From an optimization exercise on the open Yosys and OpenROAD flow, aimed at small area; shortcuts taken in it are not production practice. In this exercise RTL edits were held to simulation tests only and were not proved equivalent to the original. In run 7 the design's own scripts or RTL, not TritonCTS, make the clock network. No driver is modelled on the clock port, so clock power and skew are understated where the tree is cut down; a real chip needs a root buffer or a tree. Power figures rest on the tool's default switching activity, not on a simulated workload.

==> flow/design.v <==
module Clock (
    input start,
    input clk,
    output [11:0] clock_time
);
    reg [4:0] s;
    wire hz = s[4] & s[3];
    always @(posedge clk) begin
        if (~start)
            s <= 5'd24;
        else if (hz & s[0])
            s <= 5'd0;
        else
            s <= s + 5'd1;
    end
    assign clock_time = {7'd0, hz ? 5'd0 : s};
endmodule
module Parking(
    input start,
    input clk,
    input car_entered,
    input is_uni_car_entered,
    input car_exited,
    input is_uni_car_exited,
    output [15:0] uni_car_parked,
    output [15:0] parked_care,
    output [15:0] uni_vacated_space,
    output [15:0] vacated_space,
    output reg uni_is_vacated_space,
    output reg is_vacated_space,
    output [11:0] clock_time
);
    reg [8:0] u;
    reg [8:0] g;
    reg [8:0] cap_u;
    reg [8:0] cap_g;
    Clock clock (
        .clk(clk),
        .start(start),
        .clock_time(clock_time)
    );
    wire [4:0] t = clock_time[4:0];
    always @(*) begin
        if (t < 8) begin
            cap_u = 9'd0;   cap_g = 9'd0;
        end else if (t < 13) begin
            cap_u = 9'd500; cap_g = 9'd200;
        end else if (t < 14) begin
            cap_u = 9'd450; cap_g = 9'd250;
        end else if (t < 15) begin
            cap_u = 9'd400; cap_g = 9'd300;
        end else if (t < 16) begin
            cap_u = 9'd350; cap_g = 9'd350;
        end else begin
            cap_u = 9'd200; cap_g = 9'd500;
        end
    end
    wire [9:0] vac_u, vac_g;
    wire [9:0] bu, bg;
    assign bu[0] = 1'b0;
    assign bg[0] = 1'b0;
    genvar i;
    generate
        for (i = 0; i < 9; i = i + 1) begin : sub
            assign vac_u[i] = cap_u[i] ^ u[i] ^ bu[i];
            assign bu[i+1] = (~cap_u[i] & (u[i] | bu[i])) | (u[i] & bu[i]);
            assign vac_g[i] = cap_g[i] ^ g[i] ^ bg[i];
            assign bg[i+1] = (~cap_g[i] & (g[i] | bg[i])) | (g[i] & bg[i]);
        end
    endgenerate
    assign vac_u[9] = bu[9];
    assign vac_g[9] = bg[9];
    assign uni_vacated_space = {{6{vac_u[9]}}, vac_u};
    assign vacated_space = {{6{vac_g[9]}}, vac_g};
    assign uni_car_parked = {7'd0, u};
    assign parked_care = {7'd0, g};
    localparam [9:0] K = 10'd324;
    wire [9:0] ua = {1'b0, u};
    wire [9:0] ga = {1'b0, g};
    wire [9:0] s = ua ^ ga ^ K;
    wire [10:0] m = {(ua & ga) | (K & (ua | ga)), 1'b0};
    wire [10:0] c;
    assign c[0] = 1'b0;
    generate
        for (i = 0; i < 10; i = i + 1) begin : cmp
            assign c[i+1] = (s[i] & m[i]) | (c[i] & (s[i] | m[i]));
        end
    endgenerate
    wire over = c[10] | m[10];
    wire room = ~over;
    wire hz_u = ~(|vac_u[9:1]);
    wire hz_g = ~(|vac_g[9:1]);
    wire free_u = ~vac_u[9] & (~hz_u | vac_u[0]);
    wire free_g = ~vac_g[9] & (~hz_g | vac_g[0]);
    wire one_u = hz_u & vac_u[0];
    wire one_g = hz_g & vac_g[0];
    wire in_u = car_entered & is_uni_car_entered & room & uni_is_vacated_space & free_u;
    wire in_g = car_entered & ~is_uni_car_entered & room & is_vacated_space & free_g;
    wire out_u = ~car_entered & car_exited & is_uni_car_exited & (|u);
    wire out_g = ~car_entered & car_exited & ~is_uni_car_exited & (|g);
    wire [9:0] au, zu, ag, zg;
    assign au[0] = in_u;
    assign zu[0] = out_u;
    assign ag[0] = in_g;
    assign zg[0] = out_g;
    generate
        for (i = 0; i < 9; i = i + 1) begin : cnt
            assign au[i+1] = au[i] & u[i];
            assign zu[i+1] = zu[i] & ~u[i];
            assign ag[i+1] = ag[i] & g[i];
            assign zg[i+1] = zg[i] & ~g[i];
        end
    endgenerate
    always @(posedge clk) begin
        if (~start) begin
            u <= 9'd0;
            g <= 9'd0;
            uni_is_vacated_space <= 1'b1;
            is_vacated_space <= 1'b1;
        end else begin
            u <= u ^ (au[8:0] | zu[8:0]);
            g <= g ^ (ag[8:0] | zg[8:0]);
            if (in_u & one_u) uni_is_vacated_space <= 1'b0;
            else if (out_u) uni_is_vacated_space <= 1'b1;
            if (in_g & one_g) is_vacated_space <= 1'b0;
            else if (out_g) is_vacated_space <= 1'b1;
        end
    end
endmodule
==> flow/run.sh <==
#!/bin/bash
# synth_recipe.tcl (not shown) runs the flow's synth.tcl, then flattens the netlist and writes it again
# the make line also repeats each setting of config.mk as NAME=value (left out here)
make -C /OpenROAD-flow-scripts/flow DESIGN_CONFIG=/design/flow/config.mk WORK_HOME=/design/flow/orfs CLKGATE_MAP_FILE= SYNTH_SCRIPT=/design/flow/synth_recipe.tcl finish
==> flow/config.mk <==
export PLATFORM = sky130hd
export DESIGN_NAME = Parking
export DESIGN_NICKNAME = Parking
export VERILOG_FILES = /design/flow/design.v
export SDC_FILE = /design/flow/constraint.sdc
export NUM_CORES = 4
export LEC_CHECK = 0
export ABC_AREA = 1
export CAP_MARGIN = 20
export CORE_MARGIN = 2
export CORE_UTILIZATION = 40
export SLEW_MARGIN = 20
==> flow/constraint.sdc <==
create_clock -name core_clock -period 8.0 [get_ports {clk}]
set_input_delay 1.6000 -clock core_clock [delete_from_list [all_inputs] [get_ports {clk}]]
set_output_delay 1.6000 -clock core_clock [all_outputs]
set_load 0.01 [all_outputs]
==> results.ini, run 1 <==
[floorplan]
rows=28
die_y_um=83.3
coreArea_um2=5990
initial_core_util_pct=42.0
io_pins=84
die_x_um=83.3
die-area_um2=6940

[route]
postRouteAntennaNets=0
routed_wl_um=6170
first_iter_violations=68
dr_total_vias=2251
drt-pass1-iter-count=4
drc=0
wl_per_cell_um=13.0
vias_per_cell=4.73

[clock_tree]
cts_setup_buffers=0
post_cts_resized=0
path_clk_slew_ns=0.09
cts-buffers-inserted=3
cts_buffer_depth=2
htreeDepth=1
cts_tree=yes
worstSkewPairLatency_ns=0.27
clkSinkCount=25
ctsHoldBuffers=0
cts_root_buffer=clkbuf_8

[job]
max_cap_viol_count=0

[synth]
avgSynthCellArea_um2=7.13
synth-edff-count=0
ys_warn_count=2
ys_types=36
ys_ff_latch=25
synth-main-ff-cell=dfxtp_1
synthesis.area_um2=2520
ys_async_sr_fraction_pct=0
netlist_instances=353
ys_seq_area_share_pct=19.9

[timing]
grt_setup_unrepaired=no
drv_slew=0
tns_ns=0
period_share_pct=92.1
worst_clock_skew_ns=0.00535
period_minus_slack_ns=7.36
worst_slew_pin_slew_ns=0.805
finalHoldViolations=0
relSlewSlack_pct=46.2
setup_violations=0
fmax_mhz=136
worst_hold_slack_ns=0.496

[global_route]
grt_overflow=0
grt_use_total_pct=18.0
grt_pass1_wl_um=10200
antenna_found_initial=0
grt_pass1_vias=2114
grt_max_degree=20

[finish]
multi_input_area_um2=1540
final_cells=476
fillCellCount=599
num-nets-final=437
seqCellArea_um2=500
diodes=0
drive_gt1_share_pct=8.98
utilization_pct=51.2
synthToLayoutAreaGrowth_pct=21.9

[power]
power_density_nw_per_um2=293
p_leak_nw=1.45
ir_drop_v=0.000176

[placement]
placedCellCount=472
gp_congestion=0.911
port_buffers=62
hpwl_um=4980

[critical_path]
cp.arrival_ns=5.76
required_ns=6.40
criticalPathCategory=flop to output pin
path_max_fanout=6
worstSetupEndpointType=output pin
cp-start-kind=flop

[status]
status=no timing/DRC/antenna violations

[hold_path]
hold_path.class=flop to flop

cell families (layout without fill, tap and decap cells):
| logic type | after synthesis | after routing | synth area share [%] |
|---|---|---|---|
| buffers and inverters | 111 | 139 | 22.1 |
| adders and majority gates | 29 | 29 | 19.2 |
| other | 1 | 21 | 0.149 |
| DFF | 25 | 25 | 19.9 |
| and+or+nand+nor | 146 | 146 | 29.0 |
| AOI/OAI and AO/OA | 41 | 41 | 9.69 |
final timing paths:
| path | start | to | slack (ns) | cells after the start |
|---|---|---|---|---|
| setup / recovery | clock.s[3]$_SDFF_PN1_ | vacated_space[8] | 0.64 | 21 |
| hold / removal | clock.s[0]$_SDFF_PP0_ | clock.s[0]$_SDFF_PP0_ | 0.50 | 1 |
| setup reg to reg | clock.s[3]$_SDFF_PN1_ | g[5]$_SDFF_PN0_ | 1.70 | 31 |
| hold reg to reg | clock.s[0]$_SDFF_PP0_ | clock.s[0]$_SDFF_PP0_ | 0.50 | 1 |
stage by stage:
stage | total power, mW | setup slack (ns) | cell area [um2]
3_3_place_gp | 0.825 | 1.01 | 3020
6_report | 0.900 | 0.636 | 3070
3_5_place_dp | 0.828 | 0.936 | 3020
5_1_grt | 0.985 | 0.215 | 3070
4_1_cts | 0.911 | 0.569 | 3070
2_1_floorplan | 0.566 | 1.67 | 2590
routing by layer:
metal / GRT usage [%] / vias up / share of wire (%) / routed length (um)
met5: 0 / - / 0 / 0
met4: 2.98 / 0 / 0.47 / 29
met3: 3.48 / 2 / 4.6 / 284
met2: 30.9 / 61 / 49 / 3020
met1: 23.8 / 1040 / 46 / 2830
li1: - / 1148 / - / -
final cells by class:
| cell class | count | area share, % |
|---|---|---|
| inverter | 73 | 8.93 |
| timing repair buffer | 62 | 20.2 |
| tap | 75 | 3.06 |
| multi-input combinational | 237 | 50.0 |
| clock buffer | 4 | 1.47 |
| sequential | 25 | 16.3 |
placed cells by master, fill, tap and decap left out, types with 2 or more instances in the layout:
cell,instances
inv_1,68
nand2_1,65
clkdlybuf4s50_1,62
nor2_1,25
dfxtp_1,25
conb_1,21
a21oi_1,17
fa_1,16
ha_1,13
nand3_1,12
o21ai_0,11
nor3_1,8
nand2_2,8
inv_2,5
nand3_2,5
nand4_1,5
nor4_1,4
nor3_2,3
nand4_2,3
nor2_2,3
nor2_4,3
clkbuf_8,3
a211oi_1,2
o22ai_1,2
a311oi_1,2
cell usage after synthesis, types with 2 or more instances:
cell type / number / area (um2)
nand2_1: 65 / 244
buf_4: 35 / 263
nor4_1: 4 / 25.0
dfxtp_1: 25 / 500
nor2_2: 3 / 18.8
nor2_4: 3 / 33.8
inv_1: 68 / 255
nor2_1: 25 / 93.8
fa_1: 16 / 320
nand4_1: 5 / 31.3
a211oi_1: 2 / 15.0
nand4_2: 3 / 37.5
ha_1: 13 / 163
nor3_2: 3 / 30.0
nand3_2: 5 / 50.1
nor3_1: 8 / 40.0
nand2_2: 8 / 50.1
a311oi_1: 2 / 17.5
o22ai_1: 2 / 12.5
a21oi_1: 17 / 85.1
o21ai_0: 11 / 55.1
nand3_1: 12 / 60.1
inv_2: 5 / 18.8
sequential cells by signal, indices dropped and copies added, names as in the netlist:
register,cells
g,9
clock.s,5
uni_is_vacated_space,1
u,9
is_vacated_space,1
power breakdown:
group / switching, mW / internal (mW) / leakage (nW)
sequential: 0.0355 / 0.142 / 0.204
combinational: 0.317 / 0.327 / 1.23
clock: 0.0432 / 0.0357 / 0.0228
worst max-delay path, cell delays in order (launching register included):
cell             delay, ns
dfxtp_1               0.36
ha_1                  0.25
nor2_1                0.15
nand2_1               0.08
nor2_1                0.12
inv_1                 0.07
nor2_1                0.09
inv_1                 0.06
nor2_1                0.15
inv_1                 0.10
a211oi_1              0.43
fa_1                  0.26
inv_1                 0.05
fa_1                  0.37
fa_1                  0.39
fa_1                  0.39
fa_1                  0.39
fa_1                  0.39
fa_1                  0.36
inv_1                 0.07
fa_1                  0.45
clkdlybuf4s50_1       0.51
==> run 2, diff against run 1 <==
==> flow/flow/run.sh (new file) <==
#!/bin/bash
# Standard layout with two changes: Yosys maps the adders to plain gates
# (no fa/ha cells), and each port gets a buf_1 buffer.
set -euo pipefail
export ADDER_MAP_FILE=
export BUFFER_PORTS_ARGS="-buffer_cell sky130_fd_sc_hd__buf_1"
bash standard.sh > standard.log 2>&1
==> flow/standard.sh (new file) <==
#!/bin/bash
# synth_recipe.tcl (not shown) runs the flow's synth.tcl, then flattens the netlist and writes it again
# the make line also repeats each setting of config.mk as NAME=value (left out here)
make -C /OpenROAD-flow-scripts/flow DESIGN_CONFIG=/design/flow/config.mk WORK_HOME=/design/flow/orfs CLKGATE_MAP_FILE= SYNTH_SCRIPT=/design/flow/synth_recipe.tcl "${@:-finish}"
removed: flow/run.sh
==> run 2 against run 1 <==
Against the previous run: largest cell class unchanged; combinational power shrank about 50%; sequential share of layout area grew 3.5 points; critical path depth shrank 2; total power shrank 38%; cell area shrank 18%; non-clock buffer count is the same; via count grew 14%; highest routed layer unchanged; synthesized cell count grew 15%; worst setup slack gained 3.0 ns.
==> results.ini, run 2 <==
[status]
status=no timing/DRC/antenna violations

[synth]
netlist_instances=407
synth-edff-count=0
synth_area_leaders=dfxtp_1 (21%), nand2_1 (20%), buf_4 (11%)
ys_seq_area_share_pct=20.9
ys_types=36
avgSynthCellArea_um2=5.88
synth_most_common_cell=nand2_1
synthesis.area_um2=2390
synth_largest_area_cell=dfxtp_1
synthTopCellsByCount=nand2_1 (126), inv_1 (45), nor2_1 (40), buf_4 (35), dfxtp_1 (25)
ys_async_sr_fraction_pct=0
synth_top_area_share_pct=20.9
ys_warn_count=2
synth-main-ff-cell=dfxtp_1
ys_ff_latch=25

[placement]
hpwl_um=5040
dpl_worst_slack_ns=3.98
port_buffers=62
place_area_um2=2480
gp_congestion=0.876

[route]
routed_wl_um=6270
dr_total_vias=2576
drc=0
vias_per_cell=4.93
drt-pass1-iter-count=4
first_iter_violations=125
postRouteAntennaNets=0
wl_per_cell_um=12.0

[clock_tree]
ctsHoldBuffers=0
clkSinkCount=25
cts_root_buffer=clkbuf_8
path_clk_slew_ns=0.09
htreeDepth=1
cts_buffer_depth=2
cts_setup_buffers=0
post_cts_resized=0
worstSkewPairLatency_ns=0.27
cts-buffers-inserted=3
cts_tree=yes

[finish]
reg_top3=g x9, u x9, clock.s x5
final_common_cell=nand2_1
drive_gt1_share_pct=4.70
utilization_pct=43.2
final_design_area_no_fill_um2=2530
fillCellCount=645
num-nets-final=454
synthToLayoutAreaGrowth_pct=5.75
diodes=0
most-common-layout-cells=nand2_1 (126), buf_1 (62), inv_1 (45)

[hold_path]
hold_path.class=flop to flop

[critical_path]
path_max_fanout=8
cp.arrival_ns=2.73
cp-start-kind=flop
criticalPathCategory=flop to output pin
required_ns=6.40
worstSetupEndpointType=output pin

[floorplan]
coreArea_um2=5850
die_y_um=81.3
rows=28
die_x_um=81.3
die-area_um2=6620
io_pins=84
initial_core_util_pct=40.9

[global_route]
grt_use_total_pct=19.8
grt_overflow=0
grt_pass1_vias=2158
antenna_found_initial=0
grt_pass1_wl_um=10300
grt_max_degree=22

[timing]
worst_slew_pin_slew_ns=0.969
tns_ns=0
fmax_mhz=231
period_minus_slack_ns=4.33
drv_slew=0
worst_clock_skew_ns=0.00193
grt_setup_unrepaired=no
finalHoldViolations=0
setup_violations=0
setup_ws_ns=3.67
period_share_pct=54.2
relSlewSlack_pct=35.4

[power]
power_density_nw_per_um2=220
ir_drop_v=0.000140
p_leak_nw=1.28

[job]
max_cap_viol_count=0

[run 2: cell count changes after synthesis, moves of 9 or more]
| cell | change |
|---|---|
| nand2_1 | +61 |
| inv_1 | -23 |
| fa_1 | -16 |
| nor2_1 | +15 |
| xor2_1 | +14 |
| ha_1 | -13 |
| nand3_1 | +9 |
[run 2: layer usage]
metal	part of all wire [%]	global-route usage, %	wire [um]	vias up
li1	-	-	-	1324
met1	48	28.4	3020	1166
met2	45	31.7	2820	82
met3	6.0	1.89	379	4
met4	0.85	4.92	53	0
met5	0	0	0	-
[run 2: worst paths after layout]
path	startpoint	to	slack, ns	cells past startpoint
max reg2reg	clock.s[3]$_SDFF_PN1_	g[5]$_SDFF_PN0_	5.05	22
max	clock.s[3]$_SDFF_PN1_	uni_vacated_space[14]	3.67	19
min	g[1]$_SDFF_PN0_	g[1]$_SDFF_PN0_	0.54	1
min reg2reg	g[1]$_SDFF_PN0_	g[1]$_SDFF_PN0_	0.54	1
[run 2: cells by family (layout without fill, tap and decap cells)]
group / count (synthesis) / in the layout / share of synthesized area, %
flip-flops: 25 / 25 / 20.9
AO/OA/AOI/OAI: 52 / 52 / 12.4
AND/OR/NAND/NOR: 220 / 220 / 40.2
other: 1 / 21 / 0.157
buffers and inverters: 92 / 112 / 20.1
XOR/XNOR: 17 / 17 / 6.22
[run 2: worst max-delay path: stages (launching register included)]
cell and delay (ns):
dfxtp_1 0.45, nand2_2 0.17, nor2_1 0.20, nand3_2 0.14, nand2_1 0.13, nand2_1 0.08
nand3_1 0.09, nand2_1 0.07, nand3_1 0.10, nand2_1 0.07, nand2_1 0.06, nand2_1 0.07
nand3_1 0.12, nand2_1 0.07, nand2_2 0.11, nand2_1 0.07, nand3_1 0.11, nand2_2 0.08
inv_2 0.11, buf_1 0.16
[run 2: layout make-up]
class,instances,area [um2],share of cell area [%]
tap,75,93.8,3.71
sequential,25,500,19.8
inverter,46,173,6.82
multi-input combinational,310,1490,58.7
timing repair buffer,62,233,9.20
clock buffer,4,45.0,1.78
[run 2: metrics by stage]
stage / total power, mW / hold WS [ns] / cells
2_1_floorplan: 0.425 / 0.515 / 427
3_3_place_gp: 0.477 / 0.501 / 518
3_5_place_dp: 0.479 / 0.507 / 518
4_1_cts: 0.561 / 0.538 / 522
5_1_grt: 0.612 / 0.572 / 522
6_report: 0.556 / 0.536 / 522
[run 2: report_power, final]
group,switching (mW),internal (mW),total [mW]
Sequential,0.0235,0.135,0.159
Clock,0.0423,0.0357,0.0780
Combinational,0.214,0.106,0.319
Total,0.279,0.276,0.556
==> run 3, diff against run 2 <==
==> flow/flow/run.sh (replaced) <==
#!/bin/bash
# The standard layout, with these changes:
#  - synthesis is the standard flow's script, but ABC maps with an area script and
#    Yosys maps adders to plain gates (no fa/ha cells);
#  - each port gets a buf_1 buffer.
set -euo pipefail
work=$(pwd)
export ADDER_MAP_FILE=
make -C "$FLOW_HOME" DESIGN_CONFIG="$work/config.mk" WORK_HOME="$work/orfs" \
  CLKGATE_MAP_FILE= SYNTH_SCRIPT="$work/flow/my_synth.tcl" synth > synth.log 2>&1
export BUFFER_PORTS_ARGS="-buffer_cell sky130_fd_sc_hd__buf_1"
bash standard.sh > standard.log 2>&1
==> flow/flow/abc_map.script (new file) <==
strash
&get -n
&st
&dch -f
&nf -R 1000
&put
==> flow/flow/my_synth.tcl (new file) <==
# The standard flow's synthesis script (synth_recipe.tcl) with one change: ABC maps the
# logic with flow/abc_map.script, an area-oriented script.
set my_dir [file dirname [file normalize [info script]]]
proc abc {args} {
  global my_dir
  set i [lsearch -exact $args -script]
  if { $i >= 0 } {
    set args [lreplace $args $i [expr {$i + 1}] -script $my_dir/abc_map.script]
  }
  yosys abc {*}$args
}
source $my_dir/../synth_recipe.tcl
==> run 3 against run 2 <==
Against the previous run: still clean on timing, DRC and antenna; cell count fell by 20%; synthesized cell count down 27%; clock skew is 0.0023 ns higher; combinational power is 32% higher; highest routed layer unchanged.
==> results.ini, run 3 <==
[status]
status=no timing/DRC/antenna violations

[synth]
synth_compound_area_share_pct=14.7
synthSimpleGateAreaFrac_pct=26.1
synthTopCellsByCount=nor2_1 (37), buf_4 (35), nand2_1 (31), xnor2_1 (31), dfxtp_1 (25)
synth_most_common_cell=nor2_1
ys_ff_latch=25
synth-edff-count=0
ys_warn_count=2
synth_top_family_by_area=simple AND/OR/NAND/NOR gates
ys_async_sr_fraction_pct=0
synth_top_area_share_pct=23.2
synth_xor_area_share_pct=16.2
ys_types=35
synth_fa_ha_area_share_pct=5.56
synth-main-ff-cell=dfxtp_1
netlist_instances=297
synth_area_leaders=dfxtp_1 (23%), xnor2_1 (13%), buf_4 (12%)
ys_seq_area_share_pct=23.2
avgSynthCellArea_um2=7.27
synthesis.area_um2=2160
synth_largest_area_cell=dfxtp_1
synth.area.mux_share_pct=0.521

[timing]
worst_clock_skew_ns=0.00428
finalHoldViolations=0
relSlewSlack_pct=36.6
worst_slew_pin_slew_ns=0.951
drv_slew=0
setup_violations=0
tns_ns=0
grt_setup_unrepaired=no
fmax_mhz=158
period_share_pct=79.1
period_minus_slack_ns=6.33

[clock_tree]
cts_buffer_depth=2
post_cts_resized=0
cts-buffers-inserted=3
ctsHoldBuffers=0
cts_root_buffer=clkbuf_8
cts_setup_buffers=0
worstSkewPairLatency_ns=0.27
htreeDepth=1
cts_tree=yes
clkSinkCount=25
path_clk_slew_ns=0.09

[finish]
fillCellCount=565
synthToLayoutAreaGrowth_pct=8.28
utilization_pct=45.2
final_common_cell=buf_1
num-nets-final=355
drive_gt1_share_pct=1.15
reg_top3=g x9, u x9, clock.s x5
diodes=0
most-common-layout-cells=buf_1 (62), nor2_1 (37), nand2_1 (31), xnor2_1 (31), dfxtp_1 (25)

[critical_path]
cp.arrival_ns=4.73
criticalPathCategory=flop to output pin
path_buf_inv=1
worstSetupEndpointType=output pin
cp_common_cell=maj3_1
crit_family=adder cells
path_max_fanout=10
crit_path_max_incr_delay_ns=0.49
critPathSlowestCell=maj3_1
cp-start-kind=flop
required_ns=6.40
r2r_slack_ns=2.12
cp_cell_sequence=nor2b_1, or2_0, nor2_1, nor2_1, a21oi_1, maj3_1, maj3_1, maj3_1, nand2_1, a21oi_1, maj3_1, maj3_1, maj3_1, buf_1

[route]
drt-pass1-iter-count=4
routed_wl_um=5320
dr_total_vias=2084
first_iter_violations=78
vias_per_cell=4.99
wl_per_cell_um=12.7
postRouteAntennaNets=0
drc=0

[floorplan]
coreArea_um2=5170
die_x_um=77.5
die-area_um2=6000
io_pins=84
rows=26
die_y_um=77.5
initial_core_util_pct=41.8

[hold_path]
hold_path.class=flop to flop

[global_route]
antenna_found_initial=0
grt_overflow=0
grt_max_degree=24
grt_pass1_wl_um=8850
grt_use_total_pct=18.0
grt_pass1_vias=1821

[power]
p_leak_nw=0.890
power_density_nw_per_um2=291
total_power_uw=681
ir_drop_v=0.000101

[placement]
port_buffers=62
gp_congestion=0.774
hpwl_um=4130

[job]
max_cap_viol_count=0

==> run 3: final cells by class <==
cell class / instances / area [um2] / share of cell area (%)
clock buffer: 3 / 41.3 / 1.77
clock inverter: 1 / 5.00 / 0.214
inverter: 8 / 30.0 / 1.28
multi-input combinational: 249 / 1440 / 61.6
sequential: 25 / 500 / 21.4
tap: 70 / 87.6 / 3.75
timing repair buffer: 62 / 233 / 9.95
==> run 3: kinds of logic (layout without fill, tap and decap cells) <==
logic type | Yosys count | in the layout
compound gates | 56 | 56
simple gates | 119 | 119
other cells | 1 | 21
xor+xnor | 40 | 40
fa+ha+maj | 12 | 12
buf+inv | 43 | 74
mux | 1 | 1
flops | 25 | 25
==> run 3: final timing paths <==
kind | start | to | depth (start not counted)
worst max-delay path | clock.s[4]$_SDFF_PN1_ | vacated_space[15] | 14
worst min-delay path | clock.s[0]$_SDFF_PP0_ | clock.s[0]$_SDFF_PP0_ | 1
worst max register to register | clock.s[4]$_SDFF_PN1_ | g[8]$_SDFF_PN0_ | 20
worst min register to register | clock.s[0]$_SDFF_PP0_ | clock.s[0]$_SDFF_PP0_ | 1
==> run 3: layer usage <==
metal	vias to the layer above	routed length [um]	GRT usage (%)
li1	1077	-	-
met1	934	2480	24.7
met3	2	298	1.63
met5	-	0	0
met2	71	2500	30.6
met4	0	34	4.29
==> run 3: report_power, final <==
| group | leakage [nW] | internal (mW) | switching (mW) | total, mW |
|---|---|---|---|---|
| logic | 0.660 | 0.161 | 0.261 | 0.422 |
| registers | 0.204 | 0.141 | 0.0407 | 0.182 |
| clock network | 0.0255 | 0.0349 | 0.0431 | 0.0779 |
| total | 0.890 | 0.337 | 0.344 | 0.681 |
==> run 3: metrics by stage <==
stage               setup slack (ns)  hold WS, ns  std cells  instance area [um2]
floorplan                       2.15        0.459        317                 2230
global placement                2.14        0.501        414                 2290
detailed placement              2.02        0.492        414                 2290
CTS                             1.72        0.515        418                 2340
global route                    1.37        0.575        418                 2340
finish                          1.67        0.513        418                 2340
==> run 4, diff against run 3 <==
--- a/flow/design.v
+++ b/flow/design.v
@@ -3,15 +3,17 @@
     input clk,
+    output [4:0] s,
     output [11:0] clock_time
 );
-    reg [4:0] s;
-    wire hz = s[4] & s[3];
+    reg [4:0] st;
+    assign s = st;
+    wire hz = st[4] & st[3];
     always @(posedge clk) begin
         if (~start)
-            s <= 5'd24;
-        else if (hz & s[0])
-            s <= 5'd0;
+            st <= 5'd24;
+        else if (hz & st[0])
+            st <= 5'd0;
         else
-            s <= s + 5'd1;
+            st <= st + 5'd1;
     end
-    assign clock_time = {7'd0, hz ? 5'd0 : s};
+    assign clock_time = {7'd0, st[4] & ~st[3], st[3] & ~st[4], st[2], st[1], st[0] & ~hz};
 endmodule
@@ -36,2 +38,3 @@
     reg [8:0] cap_g;
+    wire [4:0] s;
     Clock clock (
@@ -39,18 +42,23 @@
         .start(start),
+        .s(s),
         .clock_time(clock_time)
     );
-    wire [4:0] t = clock_time[4:0];
+    wire off = ~(s[4] ^ s[3]);
+    wire late = s[4] & ~s[3];
+    wire h13 = ~s[4] & s[3] & s[2] & ~s[1] & s[0];
+    wire h14 = ~s[4] & s[3] & s[2] & s[1] & ~s[0];
+    wire h15 = ~s[4] & s[3] & s[2] & s[1] & s[0];
     always @(*) begin
-        if (t < 8) begin
+        if (off) begin
             cap_u = 9'd0;   cap_g = 9'd0;
-        end else if (t < 13) begin
-            cap_u = 9'd500; cap_g = 9'd200;
-        end else if (t < 14) begin
+        end else if (late) begin
+            cap_u = 9'd200; cap_g = 9'd500;
+        end else if (h13) begin
             cap_u = 9'd450; cap_g = 9'd250;
-        end else if (t < 15) begin
+        end else if (h14) begin
             cap_u = 9'd400; cap_g = 9'd300;
-        end else if (t < 16) begin
+        end else if (h15) begin
             cap_u = 9'd350; cap_g = 9'd350;
         end else begin
-            cap_u = 9'd200; cap_g = 9'd500;
+            cap_u = 9'd500; cap_g = 9'd200;
         end
@@ -79,3 +87,3 @@
     wire [9:0] ga = {1'b0, g};
-    wire [9:0] s = ua ^ ga ^ K;
+    wire [9:0] cs = ua ^ ga ^ K;
     wire [10:0] m = {(ua & ga) | (K & (ua | ga)), 1'b0};
@@ -85,3 +93,3 @@
         for (i = 0; i < 10; i = i + 1) begin : cmp
-            assign c[i+1] = (s[i] & m[i]) | (c[i] & (s[i] | m[i]));
+            assign c[i+1] = (cs[i] & m[i]) | (c[i] & (cs[i] | m[i]));
         end
==> run 4 against run 3 <==
Against the previous run: via count is 1.1% lower; sequential share of layout area grew 0.22 points; critical path type unchanged; maximum frequency is 0.99% higher; worst setup slack improved by 0.062 ns; register-to-register slack gained 0.13 ns; count of clock-buffer cells in the layout up 1; still clean; global-route usage fell by 0.11 points; utilization shrank 0.18 points; first-iteration DRC count grew 26%.
==> results.ini, run 4 <==
[synth]
synth_largest_area_cell=dfxtp_1
avgSynthCellArea_um2=7.34
synth_top_area_share_pct=23.3
synth_most_common_cell=buf_4
ys_seq_area_share_pct=23.3
synth_area_leaders=dfxtp_1 (23%), buf_4 (13%), xnor2_1 (11%)
ys_types=37
synthTopCellsByCount=buf_4 (38), nand2_1 (31), xnor2_1 (27), dfxtp_1 (25), nor2_1 (23)
ys_ff_latch=25
ys_async_sr_fraction_pct=0
synth-main-ff-cell=dfxtp_1
synth-edff-count=0
netlist_instances=293
ys_warn_count=2
synthesis.area_um2=2150

[power]
power_density_nw_per_um2=242
p_leak_nw=0.868
ir_drop_v=0.0000791

[clock_tree]
htreeDepth=1
cts_buffer_depth=2
cts-buffers-inserted=3
cts_root_buffer=clkbuf_8
clkSinkCount=25
path_clk_slew_ns=0.09
cts_tree=yes
worstSkewPairLatency_ns=0.27
cts_setup_buffers=0
ctsHoldBuffers=0
post_cts_resized=0

[critical_path]
worstSetupEndpointType=output pin
criticalPathCategory=flop to output pin
crit_path_max_incr_delay_ns=0.41
critPathSlowestCell=maj3_1
required_ns=6.40
path_max_fanout=10
cp_common_cell=a21oi_1
cp_cell_sequence=nand2b_1, clkinv_1, nand3_1, o221ai_1, nor2_1, a21oi_1, o21a_1, a21oi_1, clkinv_1, maj3_1, maj3_1, maj3_1, nor2_1, nor2_1, a21oi_1, a21oi_1, buf_1
crit_start=clock.st[4]$_SDFF_PN1_
crit_family=compound AO/OA/AOI/OAI gates
cp-start-kind=flop
cp.arrival_ns=4.66
path_buf_inv=3
r2r-start=clock.st[4]$_SDFF_PN1_

[hold_path]
hold_path.class=flop to flop
min_from=uni_is_vacated_space$_SDFFE_PN1P_

[floorplan]
die_y_um=77.4
die-area_um2=5980
initial_core_util_pct=41.9
coreArea_um2=5140
die_x_um=77.4
rows=26
io_pins=84

[timing]
setup_violations=0
relSlewSlack_pct=49.0
grt_setup_unrepaired=no
finalHoldViolations=0
setup_ws_ns=1.74
worst_clock_skew_ns=0.00169
fmax_mhz=160
drv_slew=0
period_share_pct=78.3
tns_ns=0
period_minus_slack_ns=6.26
worst_slew_pin_slew_ns=0.765

[route]
wl_met2_um=2590
wl_met3_um=229
drt-pass1-iter-count=4
vias_per_cell=5.00
first_iter_violations=98
drc=0
wl_per_cell_um=13.1
topRoutingLayerUsed=met4
routed_wl_um=5420
wl_met1_um=2560
postRouteAntennaNets=0
dr_total_vias=2062

[placement]
placedCellCount=408
hpwl_um=4110
gp_congestion=0.766
port_buffers=62
dpl_worst_slack_ns=2.11

[finish]
utilization_pct=45.0
drive_gt1_share_pct=1.17
diodes=0
most-common-layout-cells=buf_1 (62), nand2_1 (31), xnor2_1 (27)
final_common_cell=buf_1
final_cells=412
num-nets-final=349
synthToLayoutAreaGrowth_pct=7.56
reg_top3=g x9, u x9, clock.st x5
fillCellCount=595

[status]
status=no timing/DRC/antenna violations

[global_route]
grt_use_total_pct=17.9
antenna_found_initial=0
grt_pass1_vias=1748
grt_overflow=0
grt_pass1_wl_um=8710
grt_max_degree=19

[job]
max_cap_viol_count=0

==> run 4: stage by stage <==
stage | hold WS (ns) | instance area (um2) | power (mW)
floorplan | 0.499 | 2230 | 0.424
global placement | 0.511 | 2270 | 0.482
detailed placement | 0.516 | 2270 | 0.485
CTS | 0.545 | 2310 | 0.568
global route | 0.564 | 2310 | 0.604
finish | 0.545 | 2310 | 0.560
==> run 4: area by class of cell <==
| class | count | area (um2) | area share (%) |
|---|---|---|---|
| multi-input combinational | 238 | 1400 | 60.3 |
| sequential | 25 | 500 | 21.6 |
| timing repair buffer | 63 | 240 | 10.4 |
| tap | 70 | 87.6 | 3.78 |
| clock buffer | 4 | 45.0 | 1.95 |
| inverter | 12 | 45.0 | 1.95 |
==> run 4: power by group <==
group	switching (mW)	leakage [nW]	internal [mW]
clock	0.0430	0.0228	0.0357
sequential	0.0347	0.204	0.136
combinational	0.191	0.642	0.119
==> run 4: logic make-up (layout without fill, tap and decap cells) <==
logic type / after synthesis / in the layout / share of synthesized area [%]
mux: 1 / 1 / 0.523
compound gates: 58 / 58 / 16.1
fa+ha+maj: 10 / 10 / 4.65
other cells: 1 / 21 / 0.174
xor+xnor: 39 / 39 / 15.9
flops: 25 / 25 / 23.3
simple gates: 109 / 109 / 24.1
buf+inv: 50 / 79 / 15.3
==> run 4: worst min-delay path, stage by stage (launching register included) <==
cell and delay [ns]:
dfxtp_1 0.36, o22ai_1 0.10, nand2_1 0.06
==> run 4: path summary, 6_finish.rpt <==
kind                                                          end  slack (ns)  cells past startpoint
worst max-delay path                        uni_vacated_space[15]        1.74                     17
worst min register to register  uni_is_vacated_space$_SDFFE_PN1P_        0.54                      2
worst min-delay path            uni_is_vacated_space$_SDFFE_PN1P_        0.54                      2
worst max register to register                    u[7]$_SDFF_PN0_        2.25                     23
==> run 4: layer usage <==
layer / up-vias / global-route usage [%]
met2: 49 / 30.2
met5: - / 0
met4: 0 / 4.29
li1: 1074 / -
met3: 2 / 2.44
met1: 937 / 24.3
==> run 5, diff against run 4 <==
--- a/flow/flow/run.sh
+++ b/flow/flow/run.sh
@@ -4,3 +4,4 @@
 #    Yosys maps adders to plain gates (no fa/ha cells);
-#  - each port gets a buf_1 buffer.
+#  - each port gets a buf_1 buffer;
+#  - one tie cell drives all constant outputs.
 set -euo pipefail
@@ -11,2 +12,3 @@
 export BUFFER_PORTS_ARGS="-buffer_cell sky130_fd_sc_hd__buf_1"
+export SKIP_REPAIR_TIE_FANOUT=1
 bash standard.sh > standard.log 2>&1
--- a/flow/config.mk
+++ b/flow/config.mk
@@ -11,2 +11,5 @@
 export CORE_UTILIZATION = 40
+export CTS_BUF_LIST = sky130_fd_sc_hd__clkbuf_8
+export CTS_CLUSTER_DIAMETER = 500
+export CTS_CLUSTER_SIZE = 40
 export SLEW_MARGIN = 20
==> run 5 against run 4 <==
Against the previous run: non-clock buffer count unchanged; critical endpoint is now uni_vacated_space[9]; die area unchanged; sequential power about the same; sequential cell count unchanged; clock skew increased by 0.011 ns; cell area decreased by 3.2%; cell count decreased by 4.9%; largest cell class unchanged; largest power group unchanged.
==> results.ini, run 5 <==
[timing]
worst_hold_slack_ns=0.540
setup_ws_ns=1.74
setup_violations=0
worst_slew_pin_slew_ns=0.749
grt_setup_unrepaired=no
tns_ns=0
finalHoldViolations=0
drv_slew=0
relSlewSlack_pct=50.1
fmax_mhz=160
period_share_pct=78.2
period_minus_slack_ns=6.26
worst_clock_skew_ns=0.0127

[floorplan]
die-area_um2=5980
rows=26
die_x_um=77.4
io_pins=84
coreArea_um2=5140
die_y_um=77.4
initial_core_util_pct=41.9

[route]
first_iter_violations=138
wl_per_cell_um=13.7
drt-pass1-iter-count=4
postRouteAntennaNets=0
drc=0
routed_wl_um=5350
vias_per_cell=5.19
dr_total_vias=2035

[power]
p_sw_uw=269
ir_drop_v=0.000110
p_comb_share_pct=55.0
intPower_uw=290
total_power_uw=559
seqPwrFrac_pct=30.5
switching_share_pct=48.0
power_density_nw_per_um2=249
clkPwrFrac_pct=14.5
p_leak_nw=0.806

[finish]
final_design_area_no_fill_um2=2240
final_common_cell=buf_1
utilization_pct=43.6
most-common-layout-cells=buf_1 (62), nand2_1 (31), xnor2_1 (27)
diodes=0
final_cells=392
num-nets-final=329
drive_gt1_share_pct=1.55
synthToLayoutAreaGrowth_pct=4.13
reg_top3=g x9, u x9, clock.st x5

[global_route]
grt_pass1_wl_um=8850
antenna_found_initial=0
grt_use_total_pct=18.1
grt_max_degree=22
grt_pass1_vias=1718
grt_overflow=0

[placement]
place_area_um2=2190
placedCellCount=388
port_buffers=62
hpwl_um=4000
dpl_worst_slack_ns=2.07
gp_congestion=0.815

[synth]
ys_async_sr_fraction_pct=0
ys_warn_count=2
avgSynthCellArea_um2=7.34
ys_seq_area_share_pct=23.3
synth_most_common_cell=buf_4
synth-edff-count=0
synth_top_area_share_pct=23.3
synthesis.area_um2=2150
synth-main-ff-cell=dfxtp_1
synth_area_leaders=dfxtp_1 (23%), buf_4 (13%), xnor2_1 (11%)
ys_types=37
synthTopCellsByCount=buf_4 (38), nand2_1 (31), xnor2_1 (27), dfxtp_1 (25), nor2_1 (23)
ys_ff_latch=25
synth_largest_area_cell=dfxtp_1
netlist_instances=293

[clock_tree]
htreeDepth=1
clkSinkCount=25
path_clk_slew_ns=0.11
ctsHoldBuffers=0
worstSkewPairLatency_ns=0.28
cts_root_buffer=clkbuf_8
cts_setup_buffers=0
cts_buffer_depth=2
cts-buffers-inserted=3
cts_tree=yes
post_cts_resized=0

[hold_path]
hold_path.class=flop to flop
min_from=is_vacated_space$_SDFFE_PN1P_

[critical_path]
cp.arrival_ns=4.66
cp-start-kind=flop
cp_common_cell=a21oi_1
crit_path_max_incr_delay_ns=0.41
path_max_fanout=10
cp_cell_sequence=nand2b_1, clkinv_1, nand3_1, o221ai_1, nor2_1, a21oi_1, o21a_1, a21oi_1, clkinv_1, maj3_1, maj3_1, maj3_1, nor2_1, nor2_1, a21oi_1, a21oi_1, buf_1
critPathSlowestCell=maj3_1
criticalPathCategory=flop to output pin
worstSetupEndpointType=output pin
required_ns=6.40
crit_start=clock.st[4]$_SDFF_PN1_
r2r-start=clock.st[4]$_SDFF_PN1_

[status]
status=no timing/DRC/antenna violations

[job]
max_cap_viol_count=0

run 5: changes by cell type in the layout (fill, tap and decap cells not counted):
cell | before | now
clkinv_2 | 0 | 1
clkbuf_1 | 1 | 0
conb_1 | 21 | 1
run 5: final timing paths:
kind	endpoint	slack [ns]	depth (start not counted)
min reg2reg	is_vacated_space$_SDFFE_PN1P_	0.54	2
min	is_vacated_space$_SDFFE_PN1P_	0.54	2
max	uni_vacated_space[9]	1.74	17
max reg2reg	u[7]$_SDFF_PN0_	2.24	23
run 5: power groups by stage:
stage / Sequential (mW) / Combinational [mW] / Clock [mW]
2_1_floorplan: 0.169 / 0.255 / 0
3_3_place_gp: 0.173 / 0.309 / 0
3_5_place_dp: 0.173 / 0.310 / 0
4_1_cts: 0.170 / 0.311 / 0.0834
5_1_grt: 0.175 / 0.342 / 0.0891
6_report: 0.170 / 0.308 / 0.0811
run 5: routing by layer:
| layer | share of wire [%] | vias up | track usage, % | routed length [um] |
|---|---|---|---|---|
| li1 | - | 1052 | - | - |
| met3 | 5.4 | 4 | 2.91 | 288 |
| met5 | 0 | - | 0 | 0 |
| met4 | 0.50 | 0 | 3.93 | 27 |
| met2 | 43 | 59 | 26.8 | 2310 |
| met1 | 51 | 920 | 27.3 | 2720 |
run 5: final cells by class:
type	instances	area (um2)
clock inverters	1	5.00
repair buffers	63	240
multi-input cells	218	1320
fillers	577	2900
flip-flops and latches	25	500
inverters	12	45.0
clock buffers	3	41.3
well taps	70	87.6
run 5: kinds of logic (layout without fill, tap and decap cells):
kind of cell    after synthesis  in the layout  synth area share (%)
compound gates               58             58                  16.1
xor+xnor                     39             39                  15.9
fa+ha+maj                    10             10                  4.65
buf+inv                      50             79                  15.3
flops                        25             25                  23.3
mux                           1              1                 0.523
other cells                   1              1                 0.174
simple gates                109            109                  24.1
run 5: worst max-delay path, delay by kind of cell, from the launching register on:
kind / cells / cell delay [ns]
AOI/OAI and AO/OA: 6 / 1.24
adders and majority gates: 3 / 1.16
and+or+nand+nor: 5 / 0.95
buffers and inverters: 3 / 0.61
DFF: 1 / 0.40
==> run 6, diff against run 5 <==
--- a/flow/flow/run.sh
+++ b/flow/flow/run.sh
@@ -2,3 +2,4 @@
 # The standard layout, with these changes:
-#  - synthesis is the standard flow's script, but ABC maps with an area script and
+#  - synthesis is the standard flow's script, but ABC first restructures the logic
+#    (&deepsyn, fixed seed and effort) and then maps it for area, and
 #    Yosys maps adders to plain gates (no fa/ha cells);
==> flow/flow/abc_map.script (replaced) <==
strash
&get -n
&deepsyn -I 1 -J 200 -S 1
&put
strash
&get -n
&st
&dch -f
&nf -R 1000
&put
==> run 6 against run 5 <==
Against the previous run: still clean; first-iteration DRC count shrank 22%; non-clock buffer count is 1 lower; clock power shrank 6.5%; highest routed layer unchanged.
==> results.ini, run 6 <==
[status]
status=no timing/DRC/antenna violations

[critical_path]
cp-endpoint=uni_vacated_space[11]
r2r_slack_ns=2.13
required_ns=6.40
criticalPathCategory=flop to output pin
ff2ff_path_depth=21
cp-start-kind=flop
r2r-start=clock.st[4]$_SDFF_PN1_
crit_start=clock.st[4]$_SDFF_PN1_
path_max_fanout=10
cp.arrival_ns=4.86
r2r-end=u[7]$_SDFF_PN0_
worstSetupEndpointType=output pin

[clock_tree]
cts_setup_buffers=0
cts-buffers-inserted=3
worstSkewPairLatency_ns=0.27
cts_root_buffer=clkbuf_8
post_cts_resized=0
cts_buffer_depth=2
htreeDepth=1
clkSinkCount=25
path_clk_slew_ns=0.09
ctsHoldBuffers=0
cts_tree=yes

[synth]
synth-edff-count=0
synthesis.area_um2=2070
synth_top_area_share_pct=24.2
avgSynthCellArea_um2=7.53
netlist_instances=275
synth_most_common_cell=buf_4
synth_area_leaders=dfxtp_1 (24%), buf_4 (14%), xnor2_1 (9.7%)
ys_warn_count=2
synth-main-ff-cell=dfxtp_1
ys_ff_latch=25
ys_types=35
synthTopCellsByCount=buf_4 (38), nand2_1 (30), o21ai_0 (30), dfxtp_1 (25), xnor2_1 (23)
ys_seq_area_share_pct=24.2
synth_largest_area_cell=dfxtp_1
ys_async_sr_fraction_pct=0

[route]
first_iter_violations=107
dr_total_vias=1939
wl_per_cell_um=13.9
drc=0
routed_wl_um=5190
drt-pass1-iter-count=4
postRouteAntennaNets=0
vias_per_cell=5.20

[floorplan]
coreArea_um2=5040
io_pins=84
rows=26
die_y_um=76.0
die_x_um=76.0
initial_core_util_pct=41.1
die-area_um2=5770

[timing]
grt_setup_unrepaired=no
worst_clock_skew_ns=0.00457
period_minus_slack_ns=6.46
setup_ws_ns=1.54
fmax_mhz=155
setup_violations=0
period_share_pct=80.7
drv_slew=0
tns_ns=0
worst_hold_slack_ns=0.519
worst_slew_pin_slew_ns=0.980
finalHoldViolations=0
relSlewSlack_pct=33.8

[global_route]
grt_max_degree=23
grt_pass1_wl_um=8870
grt_overflow=0
grt_use_total_pct=18.7
antenna_found_initial=0
grt_pass1_vias=1798

[power]
switching_share_pct=49.0
power_density_nw_per_um2=302
total_power_uw=650
p_comb_share_pct=61.3
ir_drop_v=0.000113
p_sw_uw=318
clkPwrFrac_pct=11.7
seqPwrFrac_pct=27.1
intPower_uw=332
p_leak_nw=0.742

[placement]
gp_congestion=0.841
port_buffers=62
dpl_worst_slack_ns=1.88
hpwl_um=3940

[finish]
num-nets-final=310
final_common_cell=buf_1
fillCellCount=538
utilization_pct=42.7
drive_gt1_share_pct=0.990
reg_top3=g x9, u x9, clock.st x5
diodes=0
synthToLayoutAreaGrowth_pct=3.87
most-common-layout-cells=buf_1 (62), nand2_1 (30), o21ai_0 (30)

[job]
max_cap_viol_count=0

[hold_path]
hold_path.class=flop to flop

run 6: cell count changes in the layout (fill, tap and decap cells not counted), moves of 3 or more:
cell / delta
nor3_1: -13
maj3_1: +4
xnor2_1: -4
or4_1: +3
a21oi_1: -3
nor2_1: -4
nand3b_1: -4
clkinv_1: -5
nor4_1: -4
o21ai_0: +14
run 6: through the flow:
step,std cells,cell area (um2)
floorplan,275,2070
global placement,369,2110
detailed placement,369,2110
CTS,373,2150
global route,373,2150
finish,373,2150
run 6: layer usage:
metal	track usage [%]	routed length (um)	part of all wire, %
met2	31.0	2400	46
met5	0	0	0
met3	3.21	278	5.4
met4	5.09	22	0.42
met1	25.1	2490	48
run 6: worst min-delay path by stage:
| stage | startpoint | end | slack, ns | depth (start not counted) |
|---|---|---|---|---|
| floorplan | clock.st[4]$_SDFF_PN1_ | clock.st[4]$_SDFF_PN1_ | 0.47 | 2 |
| global placement | clock.st[4]$_SDFF_PN1_ | clock.st[4]$_SDFF_PN1_ | 0.50 | 2 |
| detailed placement | clock.st[4]$_SDFF_PN1_ | clock.st[4]$_SDFF_PN1_ | 0.51 | 2 |
| CTS | clock.st[4]$_SDFF_PN1_ | clock.st[4]$_SDFF_PN1_ | 0.52 | 2 |
| global route | clock.st[4]$_SDFF_PN1_ | clock.st[4]$_SDFF_PN1_ | 0.55 | 2 |
| finish | clock.st[4]$_SDFF_PN1_ | clock.st[4]$_SDFF_PN1_ | 0.52 | 2 |
run 6: power groups by stage:
stage               clock network (mW)  logic [mW]  registers [mW]
finish                          0.0758       0.398           0.176
global route                    0.0839       0.440           0.181
CTS                             0.0799       0.401           0.176
detailed placement                   0       0.398           0.179
global placement                     0       0.396           0.178
floorplan                            0       0.322           0.174
run 6: final cells by class:
type	instances	area (um2)	share of cell area, %
timing repair buffer	62	233	10.8
clock buffer	3	41.3	1.92
sequential	25	500	23.3
clock inverter	1	3.75	0.175
multi-input combinational	205	1260	58.5
inverter	7	26.3	1.22
tap	70	87.6	4.07
run 6: logic make-up (layout without fill, tap and decap cells):
family | Yosys count | in the layout | synth area share (%)
simple gates | 90 | 90 | 21.3
compound gates | 64 | 64 | 17.3
buf+inv | 45 | 73 | 15.0
xor+xnor | 36 | 36 | 15.2
flops | 25 | 25 | 24.2
fa+ha+maj | 14 | 14 | 6.77
other cells | 1 | 1 | 0.181
run 6: critical path, cell delays in order (launching register included):
cell and delay (ns):
dfxtp_1 0.34, nand2b_1 0.18, clkinv_1 0.18, nand3_1 0.27, nand2b_1 0.18, nor2_1 0.12
or2_0 0.27, maj3_1 0.39, maj3_1 0.41, maj3_1 0.40, maj3_1 0.38, maj3_1 0.41
maj3_1 0.41, maj3_1 0.48, buf_1 0.17
==> run 7, diff against run 6 <==
--- a/flow/flow/run.sh
+++ b/flow/flow/run.sh
@@ -6,3 +6,4 @@
 #  - each port gets a buf_1 buffer;
-#  - one tie cell drives all constant outputs.
+#  - one tie cell drives all constant outputs;
+#  - the clock tree is one clkbuf_16 (flow/cts.tcl) instead of ORFS's CTS.
 set -euo pipefail
@@ -14,2 +15,7 @@
 export SKIP_REPAIR_TIE_FANOUT=1
+bash standard.sh place > place.log 2>&1
+export RESULTS="$work/orfs/results/sky130hd/Parking/base"
+openroad -no_init -exit flow/cts.tcl > cts.log 2>&1
+cp "$RESULTS/4_1_cts.odb" "$RESULTS/4_cts.odb"
+touch "$RESULTS/4_cts.sdc"
 bash standard.sh > standard.log 2>&1
==> flow/flow/cts.tcl (new file) <==
# Clock tree in place of ORFS's CTS step: the design has only 25 flip-flops,
# so one clkbuf_16, placed at the centre of the flip-flops, drives all their
# clock pins and the clock port drives only that buffer. Every flip-flop's
# clock passes through the same buffer, so none is skewed against another.
set results $::env(RESULTS)
set platform $::env(FLOW_HOME)/platforms/sky130hd
read_liberty $platform/lib/sky130_fd_sc_hd__tt_025C_1v80.lib
read_db $results/3_place.odb
read_sdc $results/3_place.sdc
source $platform/setRC.tcl

set block [ord::get_db_block]
set net [$block findNet clk]
set master [[ord::get_db] findMaster sky130_fd_sc_hd__clkbuf_16]
set inst [odb::dbInst_create $block $master clkbuf_0_clk]
set leaf [odb::dbNet_create $block clknet_0_clk]
$leaf setSigType CLOCK
set xs 0
set ys 0
set n 0
foreach it [$net getITerms] {
  set box [[$it getInst] getBBox]
  set xs [expr {$xs + ([$box xMin] + [$box xMax]) / 2}]
  set ys [expr {$ys + ([$box yMin] + [$box yMax]) / 2}]
  incr n
  $it disconnect
  $it connect $leaf
}
[$inst findITerm A] connect $net
[$inst findITerm X] connect $leaf
$inst setLocation [expr {$xs / $n}] [expr {$ys / $n}]
$inst setPlacementStatus PLACED
global_connect
detailed_placement
check_placement -verbose

set_propagated_clock [all_clocks]
estimate_parasitics -placement
report_clock_skew
report_worst_slack -max
report_worst_slack -min
write_db $results/4_1_cts.odb
write_sdc -no_timestamp $results/4_cts.sdc
--- a/flow/config.mk
+++ b/flow/config.mk
@@ -11,5 +11,2 @@
 export CORE_UTILIZATION = 40
-export CTS_BUF_LIST = sky130_fd_sc_hd__clkbuf_8
-export CTS_CLUSTER_DIAMETER = 500
-export CTS_CLUSTER_SIZE = 40
 export SLEW_MARGIN = 20
==> run 7 against run 6 <==
Against the previous run: synthesized area is the same; clock skew is 0.0036 ns higher; routed wire length is 1.5% lower; clock power fell by 24%; largest power group unchanged; synthesized cell count unchanged; register-to-register slack gained 0.02 ns; largest cell class unchanged; still clean on timing, DRC and antenna; critical path depth is the same; highest routed layer unchanged; utilization fell by 0.40 points; sequential power hardly changed; via count down 1.3%; total power decreased by 3.0%; combinational power barely moved.
==> results.ini, run 7 <==
[job]
max_cap_viol_count=0

[placement]
dpl_worst_slack_ns=1.88
gp_congestion=0.841
place_area_um2=2110
port_buffers=62
hpwl_um=3940

[critical_path]
path_max_fanout=10
crit_path_max_incr_delay_ns=0.48
critPathSlowestCell=maj3_1
criticalPathCategory=flop to output pin
r2r-end=u[7]$_SDFF_PN0_
r2r-start=clock.st[4]$_SDFF_PN1_
r2r_slack_ns=2.15
cp_cell_sequence=nand2b_1, clkinv_1, nand3_1, nand2b_1, nor2_1, or2_0, maj3_1, maj3_1, maj3_1, maj3_1, maj3_1, maj3_1, maj3_1, buf_1
ff2ff_path_depth=21
worstSetupEndpointType=output pin
required_ns=6.40
cp-start-kind=flop
cp.arrival_ns=4.74
cp_common_cell=maj3_1

[power]
total_power_uw=631
intPower_uw=321
ir_drop_v=0.000131
p_leak_nw=0.727
seqPwrFrac_pct=27.9
p_comb_share_pct=63.1
switching_share_pct=49.2
p_sw_uw=310
power_density_nw_per_um2=296
clkPwrFrac_pct=9.1

[timing]
drv_slew=0
worst_clock_skew_ns=0.00815
setup_violations=0
relSlewSlack_pct=36.9
tns_ns=0
setup_ws_ns=1.66
fmax_mhz=158
grt_setup_unrepaired=no
finalHoldViolations=0
period_share_pct=79.3
worst_slew_pin_slew_ns=0.946
period_minus_slack_ns=6.34

[synth]
synth_top_area_share_pct=24.2
synthTopCellsByCount=buf_4 (38), nand2_1 (30), o21ai_0 (30), dfxtp_1 (25), xnor2_1 (23)
synth_most_common_cell=buf_4
synthesis.area_um2=2070
synth-main-ff-cell=dfxtp_1
synth-edff-count=0
ys_async_sr_fraction_pct=0
synth_area_leaders=dfxtp_1 (24%), buf_4 (14%), xnor2_1 (9.7%)
avgSynthCellArea_um2=7.53
netlist_instances=275
ys_types=35
ys_seq_area_share_pct=24.2
synth_largest_area_cell=dfxtp_1
ys_warn_count=2
ys_ff_latch=25

[floorplan]
die_y_um=76.0
rows=26
coreArea_um2=5040
initial_core_util_pct=41.1
die-area_um2=5770
io_pins=84
die_x_um=76.0

[finish]
utilization_pct=42.3
reg_top3=g x9, u x9, clock.st x5
fillCellCount=536
num-nets-final=308
synthToLayoutAreaGrowth_pct=2.90
diodes=0
final_design_area_no_fill_um2=2130
most-common-layout-cells=buf_1 (62), nand2_1 (30), o21ai_0 (30)
final_common_cell=buf_1
drive_gt1_share_pct=0.333

[global_route]
grt_use_total_pct=17.8
grt_pass1_wl_um=8760
grt_overflow=0
grt_pass1_vias=1756
grt_max_degree=26
antenna_found_initial=0

[route]
first_iter_violations=114
dr_total_vias=1914
postRouteAntennaNets=0
vias_per_cell=5.17
wl_per_cell_um=13.8
routed_wl_um=5110
drt-pass1-iter-count=5
drc=0

[clock_tree]
path_clk_slew_ns=0.10
worstSkewPairLatency_ns=0.17

[hold_path]
min_from=clock.st[4]$_SDFF_PN1_
min_path_cells=2
min_to=clock.st[4]$_SDFF_PN1_
hold_path.class=flop to flop

[status]
status=no timing/DRC/antenna violations

run 7: cell counts after synthesis:
Identical to the previous run, type by type.
run 7: cell families after synthesis:
| group | Yosys count | synth area share [%] |
|---|---|---|
| AO/OA/AOI/OAI | 64 | 17.3 |
| XOR/XNOR | 36 | 15.2 |
| adder cells (fa/ha/maj) | 14 | 6.77 |
| buffers and inverters | 45 | 15.0 |
| flip-flops | 25 | 24.2 |
| other | 1 | 0.181 |
| AND/OR/NAND/NOR | 90 | 21.3 |
run 7: cell type report:
class	instances	area [um2]	area share (%)
tap	70	87.6	4.11
sequential	25	500	23.5
buffer	1	25.0	1.17
inverter	7	26.3	1.23
multi-input combinational	205	1260	59.1
timing repair buffer	62	233	10.9
run 7: per-stage QoR:
stage	hold slack [ns]	std cells
6_report	0.519	370
5_1_grt	0.553	370
3_5_place_dp	0.506	369
3_3_place_gp	0.499	369
2_1_floorplan	0.473	275
run 7: worst max-delay path: cells and delay by family (launching register included):
family	cells	cell delay, ns
adders and majority gates	7	2.88
and+or+nand+nor	5	1.01
DFF	1	0.34
buffers and inverters	2	0.35
run 7: per-layer routing:
metal	track usage (%)	vias to the layer above	wire [um]	share of wire, %
li1	-	979	-	-
met1	25.3	868	2440	48
met2	30.2	65	2380	47
met3	1.67	2	266	5.2
met4	2.55	0	23	0.45
met5	0	-	0	0
run 7: power by group through the flow:
| stage | clock, mW | sequential, mW | combinational, mW |
|---|---|---|---|
| floorplan | 0 | 0.174 | 0.322 |
| global placement | 0 | 0.178 | 0.396 |
| detailed placement | 0 | 0.179 | 0.398 |
| global route | 0.0653 | 0.181 | 0.439 |
| finish | 0.0573 | 0.176 | 0.398 |
run 7: worst max-delay path by stage:
stage                                 startpoint                    end  slack (ns)
after detailed placement  clock.st[4]$_SDFF_PN1_  uni_vacated_space[15]        1.88
after global routing      clock.st[4]$_SDFF_PN1_  uni_vacated_space[12]        1.43
final                     clock.st[4]$_SDFF_PN1_  uni_vacated_space[11]        1.66
after global placement    clock.st[4]$_SDFF_PN1_   uni_vacated_space[9]        2.00
after floorplan           clock.st[4]$_SDFF_PN1_  uni_vacated_space[10]        2.06

==> static timing again, ports no longer ideal <==
How much do the figures lean on ideal ports? The routed layouts below were timed once more, with nothing changed but the port constraints. Step 1 sets driving cells, clkbuf_16 on the clock port and buf_2 on the other inputs (assumed; they add their load-dependent delay and slew). Step 2 also shifts input and output timing later by t, the mid clock arrival at the registers, as if the neighbouring blocks saw the same clock. a / b / c = ideal ports / drivers / drivers and shift; a / b = the first two.
run | t, ns | slack for setup (ns) | worst setup path after step 2 | clock arrival spread, ns
run 1 | 0.299 | 0.636 / 0.607 / 0.907 | register to output | 0.005 / 0.005
run 2 | 0.301 | 3.666 / 3.635 / 3.936 | register to output | 0.002 / 0.002
run 3 | 0.296 | 1.675 / 1.647 / 1.943 | register to output | 0.004 / 0.004
run 4 | 0.297 | 1.737 / 1.708 / 2.005 | register to output | 0.002 / 0.001
run 5 | 0.302 | 1.740 / 1.714 / 2.016 | register to output | 0.012 / 0.013
run 6 | 0.293 | 1.542 / 1.514 / 1.807 | register to output | 0.005 / 0.004
run 7 | 0.195 | 1.658 / 1.625 / 1.820 | register to output | 0.008 / 0.008
After both steps setup and hold are still met in every run listed.
